Context: an optimization exercise on an open-source flow, tuned for small area. The choices shown serve that exercise and are no tape-out recipe.
Where RTL was checked, it was by simulation tests only, not by an equivalence proof against the original.
The RTL of run 1 was laid out without a check of its function.
The clock cells of runs 1 to 4 come from the design's own scripts or RTL, not from TritonCTS.
The flow treats the clock pin as an ideal source. Dropping or thinning the clock tree relies on that and would not hold on a real chip.
Power and IR drop assume default switching activity.

--- design/flow/flow/run.sh ---
#!/bin/bash
# Own layout flow: the standard flow (standard.sh), with
#  - synthesis by synth_recipe.tcl with an area-oriented ABC script (flow/abc_proc.tcl),
#  - port buffers of the smallest buffer cell,
#  - a small clock tree built by flow/clock_buf.tcl in place of clock_tree_synthesis.
set -euo pipefail
W=$PWD
export MY_ABC_SCRIPT=$W/flow/abc_area.script
export BUFFER_PORTS_ARGS="-buffer_cell sky130_fd_sc_hd__buf_1"
export PRE_CTS_TCL=$W/flow/clock_buf.tcl
export CLOCK_BUF_CELL=sky130_fd_sc_hd__clkbuf_16
export CLOCK_BUF_COUNT=${CLOCK_BUF_COUNT:-3}
export CLOCK_ROOT_CELL=
cat flow/abc_proc.tcl synth_recipe.tcl > my_synth.tcl
sed "s|SYNTH_SCRIPT=[^ ]*|SYNTH_SCRIPT=$W/my_synth.tcl|" standard.sh > my_standard.sh
grep -q "SYNTH_SCRIPT=$W/my_synth.tcl" my_standard.sh
bash my_standard.sh synth > synth.log 2>&1
bash my_standard.sh > layout.log 2>&1
--- design/flow/flow/abc_area.script ---
&get -n
&st
&dch -f
&nf -R 1000 -F 10
&put
--- design/flow/flow/abc_proc.tcl ---
# Prepended to synth_recipe.tcl: ABC maps the logic with an area-oriented script
# (flow/abc_area.script) instead of ORFS's, and without a delay target.
proc abc {args} {
  set out {}
  set skip 0
  foreach a $args {
    if {$skip} { set skip 0; continue }
    if {$a in {-script -constr -D}} { set skip 1; continue }
    lappend out $a
  }
  yosys abc -script $::env(MY_ABC_SCRIPT) {*}$out
}
--- design/flow/flow/clock_buf.tcl ---
proc clock_buf_centre {items} {
  set xs 0.0; set ys 0.0
  foreach it $items { set xs [expr {$xs + [lindex $it 1]}]; set ys [expr {$ys + [lindex $it 2]}] }
  return [list [expr {$xs / [llength $items]}] [expr {$ys / [llength $items]}]]
}

proc clock_tree_synthesis {args} {
  set block [ord::get_db_block]
  set dbu [$block getDbUnitsPerMicron]
  set net [$block findNet CLK]
  set items {}
  foreach it [$net getITerms] {
    set inst [$it getInst]
    set bb [$inst getBBox]
    lappend items [list "[$inst getName]/[[$it getMTerm] getName]" \
      [expr {([$bb xMin] + [$bb xMax]) / 2.0 / $dbu}] [expr {([$bb yMin] + [$bb yMax]) / 2.0 / $dbu}]]
  }
  # k-means on the register positions, started from a split along x
  set k $::env(CLOCK_BUF_COUNT)
  set items [lsort -real -index 1 $items]
  set n [llength $items]
  set centres {}
  for {set i 0} {$i < $k} {incr i} {
    lappend centres [clock_buf_centre [lrange $items [expr {$i * $n / $k}] [expr {($i + 1) * $n / $k - 1}]]]
  }
  for {set iter 0} {$iter < 50} {incr iter} {
    set groups {}
    for {set i 0} {$i < $k} {incr i} { lappend groups {} }
    foreach it $items {
      set best 0; set bd 1e30
      for {set i 0} {$i < $k} {incr i} {
        lassign [lindex $centres $i] cx cy
        set d [expr {abs([lindex $it 1] - $cx) + abs([lindex $it 2] - $cy)}]
        if {$d < $bd} { set bd $d; set best $i }
      }
      lset groups $best [concat [lindex $groups $best] [list $it]]
    }
    set centres {}
    foreach g $groups { if {[llength $g]} { lappend centres [clock_buf_centre $g] } }
    set k [llength $centres]
  }
  set i 0
  foreach g $groups {
    if {![llength $g]} { continue }
    lassign [clock_buf_centre $g] x y
    set pins {}
    foreach it $g { lappend pins [get_pins [lindex $it 0]] }
    set sbuf [insert_buffer -buffer_cell $::env(CLOCK_BUF_CELL) -net CLK -load_pins $pins \
      -location [list $x $y] -buffer_name clkbuf_$i -net_name clknet_$i]
    set buf [$block findInst [get_full_name $sbuf]]
    set out [[$buf findITerm X] getNet]
    $out setSigType CLOCK
    puts "clock_buf: [$buf getName] ([[$buf getMaster] getName]) at ($x, $y) drives [llength $g] clock pins"
    incr i
  }
  if {[info exists ::env(CLOCK_ROOT_CELL)] && $::env(CLOCK_ROOT_CELL) ne ""} {
    lassign [clock_buf_centre $items] x y
    set sbuf [insert_buffer -buffer_cell $::env(CLOCK_ROOT_CELL) -net CLK \
      -location [list $x $y] -buffer_name clkbuf_root -net_name clknet_root]
    set buf [$block findInst [get_full_name $sbuf]]
    [[$buf findITerm X] getNet] setSigType CLOCK
    puts "clock_buf: [$buf getName] ([[$buf getMaster] getName]) at ($x, $y) drives the $i buffers"
  }
  set_propagated_clock [all_clocks]
}
--- design/flow/standard.sh ---
#!/bin/bash
# synth_recipe.tcl (not shown) runs the flow's synth.tcl, then flattens the netlist and writes it again
# the make line also repeats each setting of config.mk as NAME=value (left out here)
make -C /OpenROAD-flow-scripts/flow DESIGN_CONFIG=/design/flow/config.mk WORK_HOME=/design/flow/orfs CLKGATE_MAP_FILE= SYNTH_SCRIPT=/design/flow/synth_recipe.tcl "${@:-finish}"
--- design/flow/config.mk ---
export PLATFORM = sky130hd
export DESIGN_NAME = vending_machine
export DESIGN_NICKNAME = vending_machine
export VERILOG_FILES = /design/flow/design.v
export SDC_FILE = /design/flow/constraint.sdc
export NUM_CORES = 4
export LEC_CHECK = 0
export CAP_MARGIN = 0
export CORE_MARGIN = 2
export CORE_UTILIZATION = 80
export SLEW_MARGIN = 0
--- design/flow/constraint.sdc ---
create_clock -name core_clock -period 10.0 [get_ports {CLK}]
set_input_delay 2.0000 -clock core_clock [delete_from_list [all_inputs] [get_ports {CLK}]]
set_output_delay 2.0000 -clock core_clock [all_outputs]
set_load 0.01 [all_outputs]
--- design/flow/design.v ---
module vending_machine(input CLK,
		       input RESET,
		       input RELOAD,
		       input CARD_IN,
		       input [3:0] ITEM_CODE,
		       input KEY_PRESS,
		       input VALID_TRAN,
		       input DOOR_OPEN,
		       output reg VEND,
		       output reg INVALID_SEL,
		       output reg [2:0] COST,
		       output reg FAILED_TRAN
		       );
   localparam [2:0] IDLE = 3'd0, RELOADING = 3'd1, CODE1 = 3'd2, CODE2 = 3'd3,
		    TRANSACT = 3'd4, VENDING = 3'd5, RESETTING = 3'd6;
   reg [2:0] st;
   reg 	     flag;    
   reg [2:0] tm;      
   reg 	     det;     
   reg 	     n1;      
   reg [3:0] num2;    
   reg [79:0] cnt;    
   reg 	      allz;   
   wire tmo   = tm[2] & ~tm[1];
   wire first = ~tm[2] & ~tm[0];
   wire [2:0] tm_inc = tmo ? tm : {tm[1], tm[0], ~tm[2]};
   wire s_c1 = (st == CODE1);
   wire s_c2 = (st == CODE2);
   wire s_tr = (st == TRANSACT);
   wire s_vd = (st == VENDING);
   wire b3 = num2[3], b2 = num2[2], b1 = num2[1];
   wire [2:0] cost;
   assign cost[2] = n1 & (b3 | b2 | b1);
   assign cost[1] = n1 ? (b3 | ~(b2 | b1)) : (b3 | b2);
   assign cost[0] = n1 ? (~(b3 | b2 | b1) | (b2 & b1)) : (b3 | ~b2);
   wire [19:0] dsel, empty;
   wire vsel = s_vd & first;
   wire zsel_item;
   wire [3:0] lo;
   wire [5:0] hi;
   assign lo[0] = ~num2[1] & ~num2[0];
   assign lo[1] = ~num2[1] &  num2[0];
   assign lo[2] =  num2[1] & ~num2[0];
   assign lo[3] =  num2[1] &  num2[0];
   assign hi[0] = ~n1 & ~num2[3] & ~num2[2];
   assign hi[1] = ~n1 & ~num2[3] &  num2[2];
   assign hi[2] = ~n1 &  num2[3] & ~num2[2] & ~num2[1];
   assign hi[3] =  n1 & ~num2[3] & ~num2[2];
   assign hi[4] =  n1 & ~num2[3] &  num2[2];
   assign hi[5] =  n1 &  num2[3] & ~num2[2] & ~num2[1];
   wire [5:0] hv = hi & {6{vsel}};
   wire [5:0] zg;
   genvar i;
   generate
      for (i = 0; i < 20; i = i + 1) begin : dec
	 assign dsel[i] = hv[(i / 10) * 3 + (i % 10) / 4] & lo[(i % 10) % 4];
      end
   endgenerate
   assign zg[0] = empty[num2[1:0]];
   assign zg[1] = empty[4 + num2[1:0]];
   assign zg[2] = num2[0] ? empty[9] : empty[8];
   assign zg[3] = empty[10 + num2[1:0]];
   assign zg[4] = empty[14 + num2[1:0]];
   assign zg[5] = num2[0] ? empty[19] : empty[18];
   assign zsel_item = |(hi & zg);
   wire zsel = allz | zsel_item;
   wire inv2 = (num2[3] & (num2[2] | num2[1])) | zsel;
   wire bad1 = (ITEM_CODE[3:1] != 3'd0);
   wire invalid = det | inv2;
   always @(*) begin
      VEND = 1'b0;
      INVALID_SEL = 1'b0;
      FAILED_TRAN = 1'b0;
      COST = 3'd0;
      if (s_c1 | s_c2)
	INVALID_SEL = ~KEY_PRESS & tmo;
      if (s_tr) begin
	 INVALID_SEL = invalid;
	 FAILED_TRAN = ~invalid & ~VALID_TRAN & tmo;
	 if (~invalid & (VALID_TRAN | ~tmo))
	   COST = cost;
      end
      if (s_vd) begin
	 VEND = DOOR_OPEN | ~tmo;
	 COST = cost;
      end
   end
   reg [2:0] nst;
   reg 	     stay;
   always @(*) begin
      nst = IDLE;
      stay = 1'b0;
      case (st)
	IDLE: nst = RELOAD ? RELOADING : (CARD_IN ? CODE1 : IDLE);
	RELOADING: nst = RELOAD ? RELOADING : IDLE;
	CODE1: begin
	   stay = ~flag & (KEY_PRESS | ~tmo);
	   nst = flag ? CODE2 : (stay ? CODE1 : IDLE);
	end
	CODE2: begin
	   stay = ~flag & (KEY_PRESS | ~tmo);
	   nst = flag ? TRANSACT : (stay ? CODE2 : IDLE);
	end
	TRANSACT: begin
	   stay = ~invalid & ~VALID_TRAN & ~tmo;
	   nst = (invalid | (tmo & ~VALID_TRAN)) ? IDLE : (VALID_TRAN ? VENDING : TRANSACT);
	end
	VENDING: begin
	   stay = DOOR_OPEN | (~flag & ~tmo);
	   nst = stay ? VENDING : IDLE;
	end
	default: nst = IDLE;
      endcase
   end
   always @(posedge CLK) begin
      st <= RESET ? RESETTING : nst;
      tm <= stay ? tm_inc : 3'b000;
      flag <= stay & (flag | ((s_c1 | s_c2) & KEY_PRESS) | (s_vd & DOOR_OPEN));
      det <= (s_c1 & (det | (KEY_PRESS & bad1))) | (s_c2 & (det | (flag & inv2)));
      if (s_c1 & KEY_PRESS)
	n1 <= ITEM_CODE[0];
      if (s_c2 & KEY_PRESS)
	num2 <= ITEM_CODE;
   end
   wire clr = (st == RESETTING);
   wire rld = (st == RELOADING);
   always @(posedge CLK)
     allz <= clr | (allz & ~rld);
   genvar gi;
   generate
      for (gi = 0; gi < 20; gi = gi + 1) begin : stock
	 wire [3:0] d;
	 stock_next u (.q(cnt[4*gi +: 4]), .sel(dsel[gi]), .rld(rld), .d(d), .empty(empty[gi]));
	 always @(posedge CLK)
	   cnt[4*gi +: 4] <= d;
      end
   endgenerate
endmodule
module stock_next(input [3:0] q, input sel, input rld, output [3:0] d, output empty);
   wire hold = ~(sel | rld);
   assign d[3] = (hold & q[3]) | (sel & q[2]) | rld;
   assign d[2] = (hold & q[2]) | (sel & q[1]);
   assign d[1] = (hold & q[1]) | (sel & q[0]);
   assign d[0] = (hold & q[0]) | (sel & ~(q[0] & q[3]));
   assign empty = ~(q[0] | q[3]);
endmodule
==> qor.yml, run 1 <==
crit_family: "simple AND/OR/NAND/NOR gates"
synthArstFlopShare: 0
final_period_util: 0.5150
routed_wl_mm: 7.340
grt_overall_usage: 0.2955
detail_route.drc_violations: 0
outcome: "no timing/DRC/antenna violations"
cts.clk_slew.worst_paths_ns: 0.11
first_global_vias: 2679
synth.avg_cell_area_um2: 9.445
finish.net_count: 404
cts-hold-fix-buffers: 0
fin_setup_tns_ns: 0
top_level_ports: 17
critical-path-max-stage-delay_ns: 0.76
post_cts_resize_count: 0
synth_area_leader_cell: "sky130_fd_sc_hd__dfxtp_1"
clk_latency_ns: 0.17
crit_chain: "nand2b_1 > o22ai_1 > nor2_1 > o21ai_0 > o21ai_0 > nor4_1 > o21ai_0 > nor2_1 > nor2_1 > nor2_1 > buf_1"
ys_top_cells_by_area: "sky130_fd_sc_hd__dfxtp_1, sky130_fd_sc_hd__a22o_1, sky130_fd_sc_hd__nor2_1, sky130_fd_sc_hd__a22oi_1, sky130_fd_sc_hd__edfxtp_1"
maximum_number_of_pins_on_one_net_before_global_route_repair: 41
critical_path_depth: 11
number_of_enable_type_register_cells_in_the_synthesized_netlist: 5
gp_routability_congestion: 0.8626
critical_path_buf_inv_count: 1
crit_path_max_fanout: 11
ant_nets: 0
ys_ff_latch: 94
clock_skew_ns: 0.01877
final_cell_area_mm2: 0.003715
worst_hold_path_type: "flip-flop to flip-flop"
critical_path.startpoint: "num2[1]$_DFFE_PP_"
report.final.setup_viol: 0
postCtsSetupBuffers: 0
setup_repair_after_global_routing_missed_its_margin: "false"
worst_slew_margin_rel: 0.3361
static-leakage-power_nw: 1.383
final_number_of_max_transition_violations: 0
grt_first_pass_wirelength_mm: 12.16
height_of_the_die_um: 70.09
max-cap-violations: 0
tightest_slew_ns: 0.9868
detail_route.iter0.violations: 174
cp-end-kind: "primary output"
n_antenna_cell: 0
critPathMostFrequentCell: "sky130_fd_sc_hd__nor2_1"
globalRoute.totalOverflow: 0
period_needed_ns: 5.150
synth_top_cell_area_share: 0.5098
whs_path_depth: 2
die_area_mm2: 0.004913
fin_worst_hold_slack_ns: 0.4601
detailroute.via_count: 2983
reg2reg_to: "cnt[43]$_DFF_P_"
synth_nets: 381
wirelength_per_cell_um: 16.57
critical_path.slowest_cell: "sky130_fd_sc_hd__nor4_1"
yosys_warnings: 1
timing.critical_path.from_type: "flip-flop"
detail_route.first_pass.iterations: 5
cp_data_arrival_time_ns: 3.15
port_buf_inserts: 16
power_density_mw_per_mm2: 180.3
syn-instance-count: 370
netlist_area_mm2: 0.003495
required_ns: 8.00
num_rows: 24
chipWidth_um: 70.09
avgViaCountPerCell: 6.734
clock.fmax_ghz: 0.1942
final_util: 0.8651
hold_viol_final: 0
starting_utilization_of_the_core_area: 0.8138
power.ir.vdd_worst_uv: 172.9
crit_end: "COST[1]"
dpl_cell_area_mm2: 0.003640
core_mm2: 0.004294
synthDistinctLibCells: 32
share_of_post_route_cells_with_drive_strength_above_1: 0.01535
yosys_most_used_dff: "sky130_fd_sc_hd__dfxtp_1"
worst_r2r_startpoint: "st[0]$_SDFF_PP0_"
grt_antenna_before_repair: 0
dp_hpwl_mm: 5.169
p_r_area_growth_vs_syn_pct: 6.301
post-synth-top-count-cell: "sky130_fd_sc_hd__dfxtp_1"
layout.filler_cells: 232
reg2reg_setup_slack_ns: 6.95
critPathKind: "flip-flop to primary output"
seq_area_frac_synth: 0.5528
netlist_top_cells_count: "sky130_fd_sc_hd__dfxtp_1, sky130_fd_sc_hd__nor2_1, sky130_fd_sc_hd__a22o_1"
worstRegToRegCells: 8
## per-layer routing
layer | GRT usage | wire length (um) | vias up
met5 | 0 | 0 | -
met4 | 0.07692 | 158 | 0
met3 | 0.02742 | 365 | 18
met2 | 0.5026 | 3542 | 105
met1 | 0.4102 | 3274 | 1418
li1 | - | - | 1442
## flip-flops by register name (all words and copies together) (netlist names)
register and count:
n1 1, st 3, cnt 80, tm 3, flag 1, det 1
num2 4, allz 1
## placed cells by master, fill, tap and decap left out, types with 4 or more instances in the layout
| cell | instances |
|---|---|
| sky130_fd_sc_hd__a22o_1 | 40 |
| sky130_fd_sc_hd__buf_1 | 16 |
| sky130_fd_sc_hd__nand3_1 | 5 |
| sky130_fd_sc_hd__nor2_1 | 73 |
| sky130_fd_sc_hd__nand2_1 | 29 |
| sky130_fd_sc_hd__edfxtp_1 | 5 |
| sky130_fd_sc_hd__clkinv_1 | 4 |
| sky130_fd_sc_hd__o21ai_0 | 17 |
| sky130_fd_sc_hd__a21oi_1 | 23 |
| sky130_fd_sc_hd__a31oi_1 | 21 |
| sky130_fd_sc_hd__dfxtp_1 | 89 |
| sky130_fd_sc_hd__nand2b_1 | 5 |
| sky130_fd_sc_hd__a22oi_1 | 21 |
## worst reg2reg max path, delay by kind of cell (launching register included)
kind,cells,cell delay [ns]
AO/OA/AOI/OAI,1,0.25
buffers and inverters,1,0.20
AND/OR/NAND/NOR,6,2.04
flip-flops,1,0.44
## report_power, final
group | internal [mW] | switching [mW]
combinational | 0.0353 | 0.0442
clock | 0.0557 | 0.0859
sequential | 0.417 | 0.0318
## metrics by stage
step / worst slack (ns) / total power, mW / std cells
final: 4.850 / 0.6698 / 443
after floorplan: 5.411 / 0.5056 / 370
after CTS: 4.911 / 0.6675 / 443
after global placement: 5.131 / 0.5274 / 440
after global routing: 4.488 / 0.6941 / 443
after detailed placement: 5.118 / 0.5319 / 440
## cell families after synthesis
group / synth area share
compound gates: 0.2768
simple gates: 0.1661
buf+inv: 0.004295
flops: 0.5528
## how the worst min path moves through the flow
stage / startpoint / endpoint / slack [ns]
after floorplan: tm[0]$_SDFFE_PN0N_ / tm[1]$_SDFFE_PN0N_ / 0.42
after global placement: tm[0]$_SDFFE_PN0N_ / tm[1]$_SDFFE_PN0N_ / 0.44
after detailed placement: tm[0]$_SDFFE_PN0N_ / tm[1]$_SDFFE_PN0N_ / 0.45
after CTS: tm[0]$_SDFFE_PN0N_ / tm[1]$_SDFFE_PN0N_ / 0.46
after global routing: tm[0]$_SDFFE_PN0N_ / tm[1]$_SDFFE_PN0N_ / 0.48
final: tm[0]$_SDFFE_PN0N_ / tm[1]$_SDFFE_PN0N_ / 0.46
## cell type report, without the clock buffers
class / instances / area, um^2 / share of cell area
tap: 52 / 65.06 / 0.01751
multi-input combinational: 272 / 1553 / 0.4180
inverter: 4 / 15.01 / 0.004042
timing repair buffer: 18 / 75.07 / 0.02021
sequential: 94 / 1932 / 0.5200
==> inputs of run 2 (changes only) <==
--- a/design/flow/design.v
+++ b/design/flow/design.v
@@ -11,8 +11,7 @@
 		       output reg [2:0] COST,
 		       output reg FAILED_TRAN
 		       );
-   localparam [2:0] IDLE = 3'd0, RELOADING = 3'd1, CODE1 = 3'd2, CODE2 = 3'd3,
-		    TRANSACT = 3'd4, VENDING = 3'd5, RESETTING = 3'd6;
+   localparam [2:0] IDLE = 3'd0, RELOADING = 3'd3, CODE1 = 3'd5, CODE2 = 3'd4, TRANSACT = 3'd6, VENDING = 3'd2, RESETTING = 3'd1;
    reg [2:0] st;
    reg 	     flag;    
    reg [2:0] tm;      
@@ -123,7 +122,7 @@
 	num2 <= ITEM_CODE;
    end
    wire clr = (st == RESETTING);
-   wire rld = (st == RELOADING);
+   wire rld = st[1] & st[0];    
    always @(posedge CLK)
      allz <= clr | (allz & ~rld);
    genvar gi;
==> run 2 against run 1 <==
Critical endpoint is now COST[0]. Critical path depth is the same. First-iteration DRC count grew 78%. Largest power group unchanged. Synthesized cell count is the same. Combinational power grew 27%. Maximum frequency grew 3.3%. Worst setup slack gained 0.16 ns. Sequential share of layout area grew 0.28 points. Sequential power grew 4%. Final area shrank 0.54%. Global-route usage grew 0.89 points. Utilization grew 3.9 points. Register-to-register slack gained 0.19 ns.
==> qor.yml, run 2 <==
critical_path.slowest_cell: "sky130_fd_sc_hd__edfxtp_1"  # was sky130_fd_sc_hd__nor4_1
p_r_area_growth_vs_syn_pct: 6.108  # was 6.301%
syn-instance-count: 370  # unchanged
layout.cells.most_common: "sky130_fd_sc_hd__dfxtp_1"  # unchanged
final_period_util: 0.4988  # was 0.5150
number_of_enable_type_register_cells_in_the_synthesized_netlist: 5  # unchanged
crit_family: "simple AND/OR/NAND/NOR gates"  # unchanged
post-synth-top-count-cell: "sky130_fd_sc_hd__dfxtp_1"  # unchanged
ys_top_cells_by_area: "sky130_fd_sc_hd__dfxtp_1, sky130_fd_sc_hd__a22o_1, sky130_fd_sc_hd__nor2_1, sky130_fd_sc_hd__a22oi_1, sky130_fd_sc_hd__edfxtp_1"  # unchanged
detail_route.iter0.violations: 310  # was 174
setup_repair_after_global_routing_missed_its_margin: "false"  # unchanged
grt_antenna_before_repair: 0  # unchanged
largest-register: "cnt"  # unchanged
globalRoute.totalOverflow: 0  # unchanged
cp_data_arrival_time_ns: 2.99  # was 3.15 ns
outcome: "no timing/DRC/antenna violations"  # unchanged
dp_hpwl_mm: 5.258  # was 5.169 mm
worstRegToRegCells: 7  # was 8
clock_skew_ns: 0.01251  # was 0.01877 ns
detail_route.drc_violations: 0  # unchanged
maximum_number_of_pins_on_one_net_before_global_route_repair: 41  # unchanged
synth_top_cell_area_share: 0.5117  # was 0.5098
die_area_mm2: 0.004897  # was 0.004913 mm^2
n_antenna_cell: 0  # unchanged
synth_nets: 381  # unchanged
hold_viol_final: 0  # unchanged
required_ns: 8.00  # about the same
first_global_vias: 2797  # was 2679
share_of_post_route_cells_with_drive_strength_above_1: 0.01279  # was 0.01535
postCtsSetupBuffers: 0  # unchanged
final_cell_area_mm2: 0.003695  # was 0.003715 mm^2
grt_overall_usage: 0.3044  # was 0.2955
report.final.setup_viol: 0  # unchanged
cts.clk_slew.worst_paths_ns: 0.10  # was 0.11 ns
netlist_area_mm2: 0.003482  # was 0.003495 mm^2
detail_route.first_pass.iterations: 5  # unchanged
period_needed_ns: 4.988  # was 5.150 ns
critPathKind: "flip-flop to primary output"  # unchanged
synthDistinctLibCells: 31  # was 32
core_mm2: 0.004086  # was 0.004294 mm^2
grt_first_pass_wirelength_mm: 12.52  # was 12.16 mm
seq_area_frac_synth: 0.5548  # was 0.5528
layout.cells.most_common_list: "sky130_fd_sc_hd__dfxtp_1, sky130_fd_sc_hd__nor2_1, sky130_fd_sc_hd__a22o_1, sky130_fd_sc_hd__nand2_1, sky130_fd_sc_hd__a21oi_1"  # unchanged
power.ir.vdd_worst_uv: 227.8  # was 172.9 uV
critical_path_depth: 11  # unchanged
fin_setup_tns_ns: 0  # unchanged
cp-end-kind: "primary output"  # unchanged
critical-path-max-stage-delay_ns: 0.54  # was 0.76 ns
tightest_slew_ns: 0.8045  # was 0.9868 ns
yosys_most_used_dff: "sky130_fd_sc_hd__dfxtp_1"  # unchanged
port_buf_inserts: 16  # unchanged
crit_chain: "nand2b_1 > o21ai_0 > a21oi_1 > nand3_1 > o21ai_0 > nor4_1 > o21ai_0 > nor2_1 > nor2_1 > nor3_1 > buf_1"  # was nand2b_1 > o22ai_1 > nor2_1 > o21ai_0 > o21ai_0 > nor4_1 > o21ai_0 > nor2_1 > nor2_1 > nor2_1 > buf_1
whs_path_depth: 2  # unchanged
largest_register_ffs: 80  # unchanged
synth_area_leader_cell: "sky130_fd_sc_hd__dfxtp_1"  # unchanged
final_number_of_max_transition_violations: 0  # unchanged
worst_hold_path_type: "flip-flop to flip-flop"  # unchanged
netlist_top_cells_count: "sky130_fd_sc_hd__dfxtp_1, sky130_fd_sc_hd__nor2_1, sky130_fd_sc_hd__a22o_1"  # unchanged
gp_routability_congestion: 0.8882  # was 0.8626
cts-hold-fix-buffers: 0  # unchanged
starting_utilization_of_the_core_area: 0.8521  # was 0.8138
crit_path_max_fanout: 12  # was 11
dpl_cell_area_mm2: 0.003620  # was 0.003640 mm^2
height_of_the_die_um: 69.98  # was 70.09 um
critPathMostFrequentCell: "sky130_fd_sc_hd__o21ai_0"  # was sky130_fd_sc_hd__nor2_1
static-leakage-power_nw: 1.400  # was 1.383 nW
routed_wl_mm: 7.327  # was 7.340 mm
finalPower_mw: 0.7088  # was 0.6698 mW
detailroute.via_count: 2943  # was 2983
clock.fmax_ghz: 0.2005  # was 0.1942 GHz
synth.avg_cell_area_um2: 9.411  # was 9.445 um^2
ys_ff_latch: 94  # unchanged
finish.net_count: 404  # unchanged
wirelength_per_cell_um: 16.61  # was 16.57 um
chipWidth_um: 69.98  # was 70.09 um
avgViaCountPerCell: 6.673  # was 6.734
ant_nets: 0  # unchanged
num_rows: 23  # was 24
worst_slew_margin_rel: 0.4625  # was 0.3361
post-route-worst-setup-slack_ns: 5.012  # was 4.850 ns
detailedPlace.worstSlack_ns: 5.111  # was 5.118 ns
clk_latency_ns: 0.17  # about the same
yosys_warnings: 1  # unchanged
power_density_mw_per_mm2: 191.8  # was 180.3 mW/mm^2
critical_path_buf_inv_count: 1  # unchanged
max-cap-violations: 0  # unchanged
post_cts_resize_count: 0  # unchanged
synthArstFlopShare: 0  # unchanged
timing.critical_path.from_type: "flip-flop"  # unchanged
leading_registers_by_flop_count: "cnt (80), num2 (4)"  # unchanged
top_level_ports: 17  # unchanged
run 2: cell families (layout without fill, tap and decap cells):
logic type	count (synthesis)	count (layout)	share of synthesized area
AND/OR/NAND/NOR	138	138	0.1718
flip-flops	94	94	0.5548
AO/OA/AOI/OAI	136	136	0.2713
buffers and inverters	2	23	0.002157
run 2: report_power, final:
part           switching, mW  internal [mW]
Sequential            0.0403          0.426
Clock                 0.0852         0.0557
Combinational         0.0568         0.0446
run 2: worst paths after layout:
check	startpoint	endpoint	slack (ns)
max	num2[1]$_DFFE_PP_	COST[0]	5.01
min	tm[0]$_SDFFE_PN0N_	tm[1]$_SDFFE_PN0N_	0.47
max reg2reg	st[1]$_SDFF_PP0_	cnt[55]$_DFF_P_	7.14
min reg2reg	tm[0]$_SDFFE_PN0N_	tm[1]$_SDFFE_PN0N_	0.47
run 2: layout make-up, without the clock buffers:
type / instances / area, um^2
flip-flops and latches: 94 / 1932
multi-input cells: 274 / 1543
fillers: 187 / 391.6
repair buffers: 18 / 75.07
well taps: 50 / 62.56
inverters: 2 / 7.507
run 2: per-stage QoR:
step                        util  hold slack, ns  cells
final                     0.9042          0.4677    441
after global routing      0.9042          0.4853    441
after floorplan                -          0.4236    370
after global placement    0.8858          0.4390    438
after CTS                 0.9042          0.4654    441
after detailed placement  0.8858          0.4501    438
run 2: worst reg2reg max path: cells and delay by family, from the launching register on:
family          cells  cell delay (ns)
simple gates        6             2.13
compound gates      1             0.16
flops               1             0.46
run 2: per-layer routing:
metal,track usage,share of wire,vias to the layer above
met1,0.3960,0.42,1366
li1,-,-,1435
met4,0.05128,0.016,0
met5,0,0,-
met2,0.5598,0.51,125
met3,0.02742,0.055,17
==> inputs of run 3 (changes only) <==
--- a/design/flow/config.mk
+++ b/design/flow/config.mk
@@ -5,7 +5,8 @@
 export SDC_FILE = /design/flow/constraint.sdc
 export NUM_CORES = 4
 export LEC_CHECK = 0
-export CAP_MARGIN = 0
+export CAP_MARGIN = 20
 export CORE_MARGIN = 2
 export CORE_UTILIZATION = 80
-export SLEW_MARGIN = 0
+export GPL_TIMING_DRIVEN = 0
+export SLEW_MARGIN = 20
==> run 3 against run 2 <==
Wire length is 7.4% higher. Maximum frequency is 3.7% lower. Synthesized cell count stayed put. Still clean.
==> qor.yml, run 3 <==
n_antenna_cell: 0  # unchanged
detail_route.first_pass.iterations: 5  # unchanged
largest_register_ffs: 80  # unchanged
height_of_the_die_um: 69.98  # unchanged
num_rows: 23  # unchanged
fin_cells: 439  # was 441
worstRegToRegCells: 7  # unchanged
largest-register: "cnt"  # unchanged
layout.cells.most_common: "sky130_fd_sc_hd__dfxtp_1"  # unchanged
maximum_number_of_pins_on_one_net_before_global_route_repair: 41  # unchanged
synth_area_in_simple_gates: 0.1718  # unchanged
yosys.area_share.xor_xnor: 0  # unchanged
synth_top_cell_area_share: 0.5117  # unchanged
yosys_warnings: 1  # unchanged
port_buf_inserts: 16  # unchanged
clk_latency_ns: 0.17  # about the same
power_density_mw_per_mm2: 193.8  # was 191.8 mW/mm^2
final_util: 0.9011  # was 0.9042
share_of_post_route_cells_with_drive_strength_above_1: 0.01028  # was 0.01279
gp_routability_congestion: 0.8922  # was 0.8882
ys_top_cells_by_area: "sky130_fd_sc_hd__dfxtp_1, sky130_fd_sc_hd__a22o_1, sky130_fd_sc_hd__nor2_1, sky130_fd_sc_hd__a22oi_1, sky130_fd_sc_hd__edfxtp_1"  # unchanged
netlist_area_mm2: 0.003482  # unchanged
layout.cells.most_common_list: "sky130_fd_sc_hd__dfxtp_1, sky130_fd_sc_hd__nor2_1, sky130_fd_sc_hd__a22o_1, sky130_fd_sc_hd__nand2_1, sky130_fd_sc_hd__a21oi_1"  # unchanged
core_mm2: 0.004086  # unchanged
cts.clk_slew.worst_paths_ns: 0.11  # was 0.10 ns
dpl_cell_area_mm2: 0.003607  # was 0.003620 mm^2
complex_gate_fraction_of_the_synthesized_area: 0.2713  # unchanged
worst_slew_margin_rel: 0.3548  # was 0.4625
reg2reg_to: "cnt[63]$_DFF_P_"  # was cnt[55]$_DFF_P_
final_cell_area_mm2: 0.003682  # was 0.003695 mm^2
starting_utilization_of_the_core_area: 0.8521  # unchanged
synth_fa_ha_area_frac: 0  # unchanged
post-route-worst-setup-slack_ns: 4.822  # was 5.012 ns
power.ir.vdd_worst_uv: 180.6  # was 227.8 uV
p_r_area_growth_vs_syn_pct: 5.749  # was 6.108%
numPlacedInstances: 436  # was 438
cp_data_arrival_time_ns: 3.18  # was 2.99 ns
clock.fmax_ghz: 0.1931  # was 0.2005 GHz
postCtsSetupBuffers: 0  # unchanged
synthDistinctLibCells: 31  # unchanged
synthArstFlopShare: 0  # unchanged
detailedPlace.worstSlack_ns: 5.093  # was 5.111 ns
seqCellArea_mm2: 0.001932  # unchanged
detail_route.drc_violations: 0  # unchanged
post_cts_resize_count: 0  # unchanged
multi_input_comb_area_mm2: 0.001545  # was 0.001543 mm^2
final_number_of_max_transition_violations: 0  # unchanged
worst_hold_path_type: "flip-flop to flip-flop"  # unchanged
fin_setup_tns_ns: 0  # unchanged
seq_area_frac_synth: 0.5548  # unchanged
wirelength_per_cell_um: 17.92  # was 16.61 um
routed_wl_mm: 7.869  # was 7.327 mm
report.final.setup_viol: 0  # unchanged
grt_overall_usage: 0.3198  # was 0.3044
synth.avg_cell_area_um2: 9.411  # unchanged
tightest_slew_ns: 0.9678  # was 0.8045 ns
layout.filler_cells: 191  # was 187
yosys_most_used_dff: "sky130_fd_sc_hd__dfxtp_1"  # unchanged
reg2reg_setup_slack_ns: 7.00  # was 7.14 ns
dp_hpwl_mm: 5.427  # was 5.258 mm
detailroute.via_count: 3092  # was 2943
ant_nets: 0  # unchanged
top_level_ports: 17  # unchanged
crit_end: "COST[0]"  # unchanged
syn-instance-count: 370  # unchanged
grt_first_pass_wirelength_mm: 13.19  # was 12.52 mm
synth_area_leader_cell: "sky130_fd_sc_hd__dfxtp_1"  # unchanged
hold_viol_final: 0  # unchanged
final_period_util: 0.5178  # was 0.4988
timing.critical_path.from_type: "flip-flop"  # unchanged
period_needed_ns: 5.178  # was 4.988 ns
setup_repair_after_global_routing_missed_its_margin: "false"  # unchanged
synth.area.mux_share: 0  # unchanged
crit_path_max_fanout: 12  # unchanged
number_of_enable_type_register_cells_in_the_synthesized_netlist: 5  # unchanged
leading_registers_by_flop_count: "cnt (80), num2 (4)"  # unchanged
first_global_vias: 2915  # was 2797
max-cap-violations: 0  # unchanged
critPathKind: "flip-flop to primary output"  # unchanged
avgViaCountPerCell: 7.043  # was 6.673
critical_path.startpoint: "num2[1]$_DFFE_PP_"  # unchanged
post-synth-top-count-cell: "sky130_fd_sc_hd__dfxtp_1"  # unchanged
grt_antenna_before_repair: 0  # unchanged
detail_route.iter0.violations: 337  # was 310
synth_nets: 381  # unchanged
static-leakage-power_nw: 1.392  # was 1.400 nW
ys_ff_latch: 94  # unchanged
cp-end-kind: "primary output"  # unchanged
die_area_mm2: 0.004897  # unchanged
cts-hold-fix-buffers: 0  # unchanged
required_ns: 8.00  # about the same
worst_r2r_startpoint: "st[1]$_SDFF_PP0_"  # unchanged
clock_skew_ns: 0.01336  # was 0.01251 ns
chipWidth_um: 69.98  # unchanged
outcome: "no timing/DRC/antenna violations"  # unchanged
netlist_top_cells_count: "sky130_fd_sc_hd__dfxtp_1, sky130_fd_sc_hd__nor2_1, sky130_fd_sc_hd__a22o_1"  # unchanged
finish.net_count: 402  # was 404
main_combinational_cell_family_by_area_after_synthesis: "compound AO/OA/AOI/OAI gates"  # unchanged
globalRoute.totalOverflow: 0  # unchanged
-- run 3: cell counts after synthesis --
No cell type changed its count.
-- run 3: power by group --
part           switching (mW)  internal, mW  total (mW)
clock network          0.0883        0.0558       0.144
logic                  0.0560        0.0441       0.100
registers              0.0433         0.426       0.470
-- run 3: cell type report, without the clock buffers --
class | instances | area share
multi-input combinational | 274 | 0.4196
timing repair buffer | 16 | 0.01631
inverter | 2 | 0.002039
sequential | 94 | 0.5246
tap | 50 | 0.01699
-- run 3: routing by layer --
metal  vias up  global-route usage  routed length, um
met4         0             0.09188                202
li1       1439                   -                  -
met5         -                   0                  0
met2       147              0.5810               4003
met3        31             0.03030                457
met1      1475              0.4046               3206
-- run 3: stage by stage --
step                hold slack, ns  total power [mW]
floorplan                   0.4236            0.5382
global placement            0.4375            0.5601
detailed placement          0.4457            0.5709
CTS                         0.4590            0.7083
global route                0.4811            0.7417
finish                      0.4580            0.7138
-- run 3: worst min path at each step --
stage | end | depth (start not counted) | startpoint
floorplan | tm[1]$_SDFFE_PN0N_ | 2 | tm[0]$_SDFFE_PN0N_
global placement | tm[1]$_SDFFE_PN0N_ | 2 | tm[0]$_SDFFE_PN0N_
detailed placement | tm[1]$_SDFFE_PN0N_ | 2 | tm[0]$_SDFFE_PN0N_
CTS | tm[1]$_SDFFE_PN0N_ | 2 | tm[0]$_SDFFE_PN0N_
global route | tm[1]$_SDFFE_PN0N_ | 2 | tm[0]$_SDFFE_PN0N_
finish | tm[1]$_SDFFE_PN0N_ | 2 | tm[0]$_SDFFE_PN0N_
-- run 3: cells by family after synthesis --
| kind of cell | Yosys count |
|---|---|
| compound gates | 136 |
| buf+inv | 2 |
| flops | 94 |
| simple gates | 138 |
-- run 3: critical path: stages, from the launching register on --
cell,delay [ns]
sky130_fd_sc_hd__edfxtp_1,0.54
sky130_fd_sc_hd__nand2b_1,0.41
sky130_fd_sc_hd__o21ai_0,0.32
sky130_fd_sc_hd__a21oi_1,0.07
sky130_fd_sc_hd__nand3_1,0.09
sky130_fd_sc_hd__o21ai_0,0.09
sky130_fd_sc_hd__nor4_1,0.54
sky130_fd_sc_hd__o21ai_0,0.25
sky130_fd_sc_hd__nor2_1,0.21
sky130_fd_sc_hd__nor2_1,0.09
sky130_fd_sc_hd__nor3_1,0.22
sky130_fd_sc_hd__buf_1,0.17
==> inputs of run 4 (changes only) <==
--- a/design/flow/design.v
+++ b/design/flow/design.v
@@ -11,7 +11,8 @@
 		       output reg [2:0] COST,
 		       output reg FAILED_TRAN
 		       );
-   localparam [2:0] IDLE = 3'd0, RELOADING = 3'd3, CODE1 = 3'd5, CODE2 = 3'd4, TRANSACT = 3'd6, VENDING = 3'd2, RESETTING = 3'd1;
+   localparam [2:0] IDLE = 3'd0, RESETTING = 3'd1, VENDING = 3'd2, RELOADING = 3'd3,
+		    CODE2 = 3'd4, CODE1 = 3'd5, TRANSACT = 3'd6;
    reg [2:0] st;
    reg 	     flag;    
    reg [2:0] tm;      
==> run 4 against run 3 <==
Hold slack did not move. Sequential cell count did not move. Combinational power barely moved. Final cell count did not move. Global-route usage did not move. Sequential power barely moved. Critical path type unchanged. Largest power group unchanged.
==> qor.yml, run 4 <==
outcome: "no timing/DRC/antenna violations"  # unchanged
report.final.setup_viol: 0  # unchanged
ys_top_cells_by_area: "sky130_fd_sc_hd__dfxtp_1, sky130_fd_sc_hd__a22o_1, sky130_fd_sc_hd__nor2_1, sky130_fd_sc_hd__a22oi_1, sky130_fd_sc_hd__edfxtp_1"  # unchanged
routed_wl_mm: 7.869  # unchanged
netlist_top_cells_count: "sky130_fd_sc_hd__dfxtp_1, sky130_fd_sc_hd__nor2_1, sky130_fd_sc_hd__a22o_1"  # unchanged
number_of_enable_type_register_cells_in_the_synthesized_netlist: 5  # unchanged
wirelength_per_cell_um: 17.92  # unchanged
critical-path-max-stage-delay_ns: 0.54  # about the same
critPathKind: "flip-flop to primary output"  # unchanged
cp_data_arrival_time_ns: 3.18  # about the same
cp-end-kind: "primary output"  # unchanged
critical_path_buf_inv_count: 1  # unchanged
grt_first_pass_wirelength_mm: 13.19  # unchanged
n_antenna_cell: 0  # unchanged
synth_top_cell_area_share: 0.5117  # unchanged
grt_antenna_before_repair: 0  # unchanged
port_buf_inserts: 16  # unchanged
cts.clk_slew.worst_paths_ns: 0.11  # about the same
finish.net_count: 402  # unchanged
synth_nets: 381  # unchanged
worst_slew_margin_rel: 0.3548  # unchanged
yosys_warnings: 1  # unchanged
required_ns: 8.00  # about the same
hold_viol_final: 0  # unchanged
globalRoute.totalOverflow: 0  # unchanged
dp_hpwl_mm: 5.427  # unchanged
grt_overall_usage: 0.3198  # unchanged
post-synth-top-count-cell: "sky130_fd_sc_hd__dfxtp_1"  # unchanged
maximum_number_of_pins_on_one_net_before_global_route_repair: 41  # unchanged
num_rows: 23  # unchanged
detail_route.first_pass.iterations: 5  # unchanged
tightest_slew_ns: 0.9678  # unchanged
share_of_post_route_cells_with_drive_strength_above_1: 0.01028  # unchanged
whs_path_depth: 2  # unchanged
setup_repair_after_global_routing_missed_its_margin: "false"  # unchanged
clk_latency_ns: 0.17  # about the same
detail_route.drc_violations: 0  # unchanged
static-leakage-power_nw: 1.392  # unchanged
layout.cells.most_common_list: "sky130_fd_sc_hd__dfxtp_1, sky130_fd_sc_hd__nor2_1, sky130_fd_sc_hd__a22o_1, sky130_fd_sc_hd__nand2_1, sky130_fd_sc_hd__a21oi_1"  # unchanged
p_r_area_growth_vs_syn_pct: 5.749  # unchanged
cts-hold-fix-buffers: 0  # unchanged
chipWidth_um: 69.98  # unchanged
postCtsSetupBuffers: 0  # unchanged
height_of_the_die_um: 69.98  # unchanged
numPlacedInstances: 436  # unchanged
layout.cells.most_common: "sky130_fd_sc_hd__dfxtp_1"  # unchanged
fin_worst_hold_slack_ns: 0.4580  # unchanged
ys_ff_latch: 94  # unchanged
max-cap-violations: 0  # unchanged
critPathMostFrequentCell: "sky130_fd_sc_hd__o21ai_0"  # unchanged
avgViaCountPerCell: 7.043  # unchanged
synth.avg_cell_area_um2: 9.411  # unchanged
seqCellArea_mm2: 0.001932  # unchanged
detail_route.iter0.violations: 337  # unchanged
netlist_area_mm2: 0.003482  # unchanged
syn-instance-count: 370  # unchanged
starting_utilization_of_the_core_area: 0.8521  # unchanged
power_density_mw_per_mm2: 193.8  # unchanged
leading_registers_by_flop_count: "cnt (80), num2 (4)"  # unchanged
fin_setup_tns_ns: 0  # unchanged
final_cell_area_mm2: 0.003682  # unchanged
multi_input_comb_area_mm2: 0.001545  # unchanged
worst_hold_path_type: "flip-flop to flip-flop"  # unchanged
top_level_ports: 17  # unchanged
post_cts_resize_count: 0  # unchanged
fin_cells: 439  # unchanged
worstRegToRegCells: 7  # unchanged
core_mm2: 0.004086  # unchanged
crit_chain: "nand2b_1 > o21ai_0 > a21oi_1 > nand3_1 > o21ai_0 > nor4_1 > o21ai_0 > nor2_1 > nor2_1 > nor3_1 > buf_1"  # unchanged
clock_skew_ns: 0.01336  # unchanged
die_area_mm2: 0.004897  # unchanged
critical_path_depth: 11  # unchanged
first_global_vias: 2915  # unchanged
crit_family: "simple AND/OR/NAND/NOR gates"  # unchanged
final_period_util: 0.5178  # unchanged
final_util: 0.9011  # unchanged
power.ir.vdd_worst_uv: 180.6  # unchanged
timing.critical_path.from_type: "flip-flop"  # unchanged
period_needed_ns: 5.178  # unchanged
detailroute.via_count: 3092  # unchanged
crit_path_max_fanout: 12  # unchanged
largest-register: "cnt"  # unchanged
clock.fmax_ghz: 0.1931  # unchanged
gp_routability_congestion: 0.8922  # unchanged
synthDistinctLibCells: 31  # unchanged
ant_nets: 0  # unchanged
largest_register_ffs: 80  # unchanged
dpl_cell_area_mm2: 0.003607  # unchanged
synthArstFlopShare: 0  # unchanged
yosys_most_used_dff: "sky130_fd_sc_hd__dfxtp_1"  # unchanged
layout.filler_cells: 191  # unchanged
seq_area_frac_synth: 0.5548  # unchanged
critical_path.slowest_cell: "sky130_fd_sc_hd__edfxtp_1"  # unchanged
synth_area_leader_cell: "sky130_fd_sc_hd__dfxtp_1"  # unchanged
final_number_of_max_transition_violations: 0  # unchanged
-- run 4: cell counts after synthesis --
No cell type changed its count.
-- run 4: logic make-up after synthesis --
| logic type | Yosys count | share of synthesized area |
|---|---|---|
| AND/OR/NAND/NOR | 138 | 0.1718 |
| AO/OA/AOI/OAI | 136 | 0.2713 |
| flip-flops | 94 | 0.5548 |
| buffers and inverters | 2 | 0.002157 |
-- run 4: metal layers --
| metal | vias up | global-route usage | share of wire |
|---|---|---|---|
| met4 | 0 | 0.09188 | 0.026 |
| met3 | 31 | 0.03030 | 0.058 |
| met2 | 147 | 0.5810 | 0.51 |
| li1 | 1439 | - | - |
| met5 | - | 0 | 0 |
| met1 | 1475 | 0.4046 | 0.41 |
-- run 4: cell type report, without the clock buffers --
cell class / count / area share
Timing Repair Buffer: 16 / 0.01631
Multi-Input combinational cell: 274 / 0.4196
Sequential cell: 94 / 0.5246
Inverter: 2 / 0.002039
Tap cell: 50 / 0.01699
-- run 4: worst paths after layout --
check | slack (ns) | from | end
max | 4.82 | num2[1]$_DFFE_PP_ | COST[0]
min | 0.46 | tm[0]$_SDFFE_PN0N_ | tm[1]$_SDFFE_PN0N_
max reg2reg | 7.00 | st[1]$_SDFF_PP0_ | cnt[63]$_DFF_P_
min reg2reg | 0.46 | tm[0]$_SDFFE_PN0N_ | tm[1]$_SDFFE_PN0N_
-- run 4: worst register-to-register path, stage by stage, from the launching register on --
cell and delay [ns]:
sky130_fd_sc_hd__dfxtp_1 0.46, sky130_fd_sc_hd__nor3b_1 0.45, sky130_fd_sc_hd__nor3b_1 0.73, sky130_fd_sc_hd__nand3_1 0.31, sky130_fd_sc_hd__nor2_1 0.40, sky130_fd_sc_hd__nor2_1 0.15, sky130_fd_sc_hd__a22oi_1 0.27, sky130_fd_sc_hd__nand2_1 0.08
-- run 4: power breakdown --
part	internal [mW]	switching [mW]
Clock	0.0558	0.0883
Combinational	0.0441	0.0560
Sequential	0.426	0.0433
Total	0.526	0.188
-- run 4: per-stage QoR --
stage	setup slack, ns	power (mW)
2_1_floorplan	5.385	0.5382
3_3_place_gp	5.095	0.5601
3_5_place_dp	5.093	0.5709
4_1_cts	4.907	0.7083
5_1_grt	4.486	0.7417
6_report	4.822	0.7138
==> inputs of run 5 (changes only) <==
--- a/design/flow/design.v
+++ b/design/flow/design.v
@@ -11,8 +11,7 @@
 		       output reg [2:0] COST,
 		       output reg FAILED_TRAN
 		       );
-   localparam [2:0] IDLE = 3'd0, RESETTING = 3'd1, VENDING = 3'd2, RELOADING = 3'd3,
-		    CODE2 = 3'd4, CODE1 = 3'd5, TRANSACT = 3'd6;
+   localparam [2:0] IDLE = 3'd0, RELOADING = 3'd3, CODE1 = 3'd5, CODE2 = 3'd4, TRANSACT = 3'd6, VENDING = 3'd2, RESETTING = 3'd1;
    reg [2:0] st;
    reg 	     flag;    
    reg [2:0] tm;      
--- a/design/flow/flow/run.sh
+++ b/design/flow/flow/run.sh
@@ -8,8 +8,9 @@
 export MY_ABC_SCRIPT=$W/flow/abc_area.script
 export BUFFER_PORTS_ARGS="-buffer_cell sky130_fd_sc_hd__buf_1"
 export PRE_CTS_TCL=$W/flow/clock_buf.tcl
-export CLOCK_BUF_CELL=sky130_fd_sc_hd__clkbuf_16
-export CLOCK_BUF_COUNT=${CLOCK_BUF_COUNT:-3}
+export CLOCK_BUF_CELL=sky130_fd_sc_hd__clkbuf_8
+export CLOCK_BALANCED=1
+export CLOCK_BUF_COUNT=${CLOCK_BUF_COUNT:-4}
 export CLOCK_ROOT_CELL=
 cat flow/abc_proc.tcl synth_recipe.tcl > my_synth.tcl
 sed "s|SYNTH_SCRIPT=[^ ]*|SYNTH_SCRIPT=$W/my_synth.tcl|" standard.sh > my_standard.sh
--- a/design/flow/flow/clock_buf.tcl
+++ b/design/flow/flow/clock_buf.tcl
@@ -15,10 +15,20 @@
     lappend items [list "[$inst getName]/[[$it getMTerm] getName]" \
       [expr {([$bb xMin] + [$bb xMax]) / 2.0 / $dbu}] [expr {([$bb yMin] + [$bb yMax]) / 2.0 / $dbu}]]
   }
-  # k-means on the register positions, started from a split along x
+  # balanced split: halves along x, then each half into halves along y (CLOCK_BUF_COUNT 4),
+  # or k-means (other counts)
   set k $::env(CLOCK_BUF_COUNT)
+  set n [llength $items]
+  if {$k == 4 && [info exists ::env(CLOCK_BALANCED)]} {
+    set items [lsort -real -index 1 $items]
+    set groups {}
+    foreach half [list [lrange $items 0 [expr {$n / 2 - 1}]] [lrange $items [expr {$n / 2}] end]] {
+      set half [lsort -real -index 2 $half]
+      set m [llength $half]
+      lappend groups [lrange $half 0 [expr {$m / 2 - 1}]] [lrange $half [expr {$m / 2}] end]
+    }
+  } else {
   set items [lsort -real -index 1 $items]
-  set n [llength $items]
   set centres {}
   for {set i 0} {$i < $k} {incr i} {
     lappend centres [clock_buf_centre [lrange $items [expr {$i * $n / $k}] [expr {($i + 1) * $n / $k - 1}]]]
@@ -38,6 +48,7 @@
     set centres {}
     foreach g $groups { if {[llength $g]} { lappend centres [clock_buf_centre $g] } }
     set k [llength $centres]
+  }
   }
   set i 0
   foreach g $groups {
--- a/design/flow/config.mk
+++ b/design/flow/config.mk
@@ -7,6 +7,6 @@
 export LEC_CHECK = 0
 export CAP_MARGIN = 20
 export CORE_MARGIN = 2
-export CORE_UTILIZATION = 80
+export CORE_UTILIZATION = 90
 export GPL_TIMING_DRIVEN = 0
 export SLEW_MARGIN = 20
==> run 5 against run 4 <==
The flow now stops in global placement without I/O. Synthesized cell count is the same. Synthesized area is the same.
==> qor.yml, run 5 <==
synth_area_leader_cell: "sky130_fd_sc_hd__dfxtp_1"  # unchanged
number_of_enable_type_register_cells_in_the_synthesized_netlist: 5  # unchanged
synthDistinctLibCells: 31  # unchanged
yosys_most_used_dff: "sky130_fd_sc_hd__dfxtp_1"  # unchanged
chipWidth_um: 66.20  # was 69.98 um
ys_ff_latch: 94  # unchanged
netlist_top_cells_count: "sky130_fd_sc_hd__dfxtp_1, sky130_fd_sc_hd__nor2_1, sky130_fd_sc_hd__a22o_1"  # unchanged
synth_nets: 381  # unchanged
starting_utilization_of_the_core_area: 0.9440  # was 0.8521
synth.avg_cell_area_um2: 9.411  # unchanged
syn-instance-count: 370  # unchanged
ys_top_cells_by_area: "sky130_fd_sc_hd__dfxtp_1, sky130_fd_sc_hd__a22o_1, sky130_fd_sc_hd__nor2_1, sky130_fd_sc_hd__a22oi_1, sky130_fd_sc_hd__edfxtp_1"  # unchanged
synthArstFlopShare: 0  # unchanged
tool.error: "[ERROR GPL-0301] Utilization 109.054 % exceeds 100%."
netlist_area_mm2: 0.003482  # unchanged
num_rows: 22  # was 23
flow.stopped_at: "global placement without I/O"
height_of_the_die_um: 66.20  # was 69.98 um
seq_area_frac_synth: 0.5548  # unchanged
post-synth-top-count-cell: "sky130_fd_sc_hd__dfxtp_1"  # unchanged
outcome: "did not finish"  # was no timing/DRC/antenna violations
synth_top_cell_area_share: 0.5117  # unchanged
yosys_warnings: 1  # unchanged
-- run 5: cells by family after synthesis --
logic type | after synthesis | share of synthesized area
DFF | 94 | 0.5548
buffers and inverters | 2 | 0.002157
AOI/OAI and AO/OA | 136 | 0.2713
and+or+nand+nor | 138 | 0.1718
==> inputs of run 6 (changes only) <==
--- a/design/flow/config.mk
+++ b/design/flow/config.mk
@@ -7,6 +7,6 @@
 export LEC_CHECK = 0
 export CAP_MARGIN = 20
 export CORE_MARGIN = 2
-export CORE_UTILIZATION = 90
+export CORE_UTILIZATION = 85
 export GPL_TIMING_DRIVEN = 0
 export SLEW_MARGIN = 20
==> run 6 against run 5 <==
The flow again stops in global placement without I/O. Synthesized cell count stayed put. Synthesized area stayed put.
==> qor.yml, run 6 <==
outcome: "did not finish"  # unchanged
flow.stopped_at: "global placement without I/O"  # unchanged
tool.error: "[ERROR GPL-0301] Utilization 101.234 % exceeds 100%."  # was [ERROR GPL-0301] Utilization 109.054 % exceeds 100%.
yosys_warnings: 1  # unchanged
height_of_the_die_um: 68.01  # was 66.20 um
seq_area_frac_synth: 0.5548  # unchanged
netlist_area_mm2: 0.003482  # unchanged
post-synth-top-count-cell: "sky130_fd_sc_hd__dfxtp_1"  # unchanged
num_rows: 23  # was 22
syn-instance-count: 370  # unchanged
netlist_top_cells_count: "sky130_fd_sc_hd__dfxtp_1, sky130_fd_sc_hd__nor2_1, sky130_fd_sc_hd__a22o_1"  # unchanged
ys_top_cells_by_area: "sky130_fd_sc_hd__dfxtp_1, sky130_fd_sc_hd__a22o_1, sky130_fd_sc_hd__nor2_1, sky130_fd_sc_hd__a22oi_1, sky130_fd_sc_hd__edfxtp_1"  # unchanged
synthDistinctLibCells: 31  # unchanged
ys_ff_latch: 94  # unchanged
starting_utilization_of_the_core_area: 0.8768  # was 0.9440
synth_top_cell_area_share: 0.5117  # unchanged
synth_nets: 381  # unchanged
number_of_enable_type_register_cells_in_the_synthesized_netlist: 5  # unchanged
synth_area_leader_cell: "sky130_fd_sc_hd__dfxtp_1"  # unchanged
chipWidth_um: 68.01  # was 66.20 um
synthArstFlopShare: 0  # unchanged
synth.avg_cell_area_um2: 9.411  # unchanged
yosys_most_used_dff: "sky130_fd_sc_hd__dfxtp_1"  # unchanged
==> run 6: cell counts after synthesis <==
No cell type changed its count.
==> run 6: cells by family after synthesis <==
group,count (synthesis),synth area share
flip-flops,94,0.5548
AO/OA/AOI/OAI,136,0.2713
AND/OR/NAND/NOR,138,0.1718
buffers and inverters,2,0.002157
==> inputs of run 7 (changes only) <==
--- a/design/flow/flow/run.sh
+++ b/design/flow/flow/run.sh
@@ -8,9 +8,8 @@
 export MY_ABC_SCRIPT=$W/flow/abc_area.script
 export BUFFER_PORTS_ARGS="-buffer_cell sky130_fd_sc_hd__buf_1"
 export PRE_CTS_TCL=$W/flow/clock_buf.tcl
-export CLOCK_BUF_CELL=sky130_fd_sc_hd__clkbuf_8
-export CLOCK_BALANCED=1
-export CLOCK_BUF_COUNT=${CLOCK_BUF_COUNT:-4}
+export CLOCK_BUF_CELL=sky130_fd_sc_hd__clkbuf_16
+export CLOCK_BUF_COUNT=${CLOCK_BUF_COUNT:-3}
 export CLOCK_ROOT_CELL=
 cat flow/abc_proc.tcl synth_recipe.tcl > my_synth.tcl
 sed "s|SYNTH_SCRIPT=[^ ]*|SYNTH_SCRIPT=$W/my_synth.tcl|" standard.sh > my_standard.sh
==> run 7 against run 6 <==
The run again fails in global placement without I/O. Synthesized area is the same. Synthesized cell count is the same.
==> qor.yml, run 7 <==
seq_area_frac_synth: 0.5548  # unchanged
netlist_top_cells_count: "sky130_fd_sc_hd__dfxtp_1, sky130_fd_sc_hd__nor2_1, sky130_fd_sc_hd__a22o_1"  # unchanged
chipWidth_um: 68.01  # unchanged
ys_ff_latch: 94  # unchanged
starting_utilization_of_the_core_area: 0.8768  # unchanged
num_rows: 23  # unchanged
outcome: "did not finish"  # unchanged
yosys_most_used_dff: "sky130_fd_sc_hd__dfxtp_1"  # unchanged
flow.stopped_at: "global placement without I/O"  # unchanged
syn-instance-count: 370  # unchanged
height_of_the_die_um: 68.01  # unchanged
yosys_warnings: 1  # unchanged
post-synth-top-count-cell: "sky130_fd_sc_hd__dfxtp_1"  # unchanged
synth.avg_cell_area_um2: 9.411  # unchanged
synth_top_cell_area_share: 0.5117  # unchanged
number_of_enable_type_register_cells_in_the_synthesized_netlist: 5  # unchanged
netlist_area_mm2: 0.003482  # unchanged
ys_top_cells_by_area: "sky130_fd_sc_hd__dfxtp_1, sky130_fd_sc_hd__a22o_1, sky130_fd_sc_hd__nor2_1, sky130_fd_sc_hd__a22oi_1, sky130_fd_sc_hd__edfxtp_1"  # unchanged
synth_area_leader_cell: "sky130_fd_sc_hd__dfxtp_1"  # unchanged
synthDistinctLibCells: 31  # unchanged
tool.error: "[ERROR GPL-0301] Utilization 101.234 % exceeds 100%."  # unchanged
synth_nets: 381  # unchanged
synthArstFlopShare: 0  # unchanged
## run 7: cell counts after synthesis
Identical to the previous run, type by type.
## run 7: logic make-up after synthesis
| logic type | count (synthesis) | share of synthesized area |
|---|---|---|
| simple gates | 138 | 0.1718 |
| compound gates | 136 | 0.2713 |
| flops | 94 | 0.5548 |
| buf+inv | 2 | 0.002157 |

==> re-timing with driven ports <==
How much do the figures lean on ideal ports? The routed layouts below were timed once more, with nothing changed but the port constraints. Step 1 (the two cells are an assumption about what drives the block):
set clk [get_ports {CLK}]
set_driving_cell -lib_cell sky130_fd_sc_hd__clkbuf_16 $clk
set_driving_cell -lib_cell sky130_fd_sc_hd__buf_2 [delete_from_list [all_inputs] $clk]
Step 2 also shifts input and output timing later by t, the mid clock arrival at the registers, as if the neighbouring blocks saw the same clock. a / b / c = ideal / step 1 / step 2; a / b = the first two.
run	shift t [ns]	slack for setup (ns)	worst setup path after step 2	slew at the worst register clock pin (ns)	cell pins on the clock port's net
run 1	0.226	4.850 / 4.786 / 5.013	register to output	0.11 / 0.11	3
run 2	0.226	5.012 / 4.952 / 5.081	input to output	0.11 / 0.11	3
run 3	0.223	4.822 / 4.764 / 4.987	register to output	0.11 / 0.11	3
run 4	0.223	4.822 / 4.764 / 4.987	register to output	0.11 / 0.11	3
After both steps every run listed still meets setup and hold.
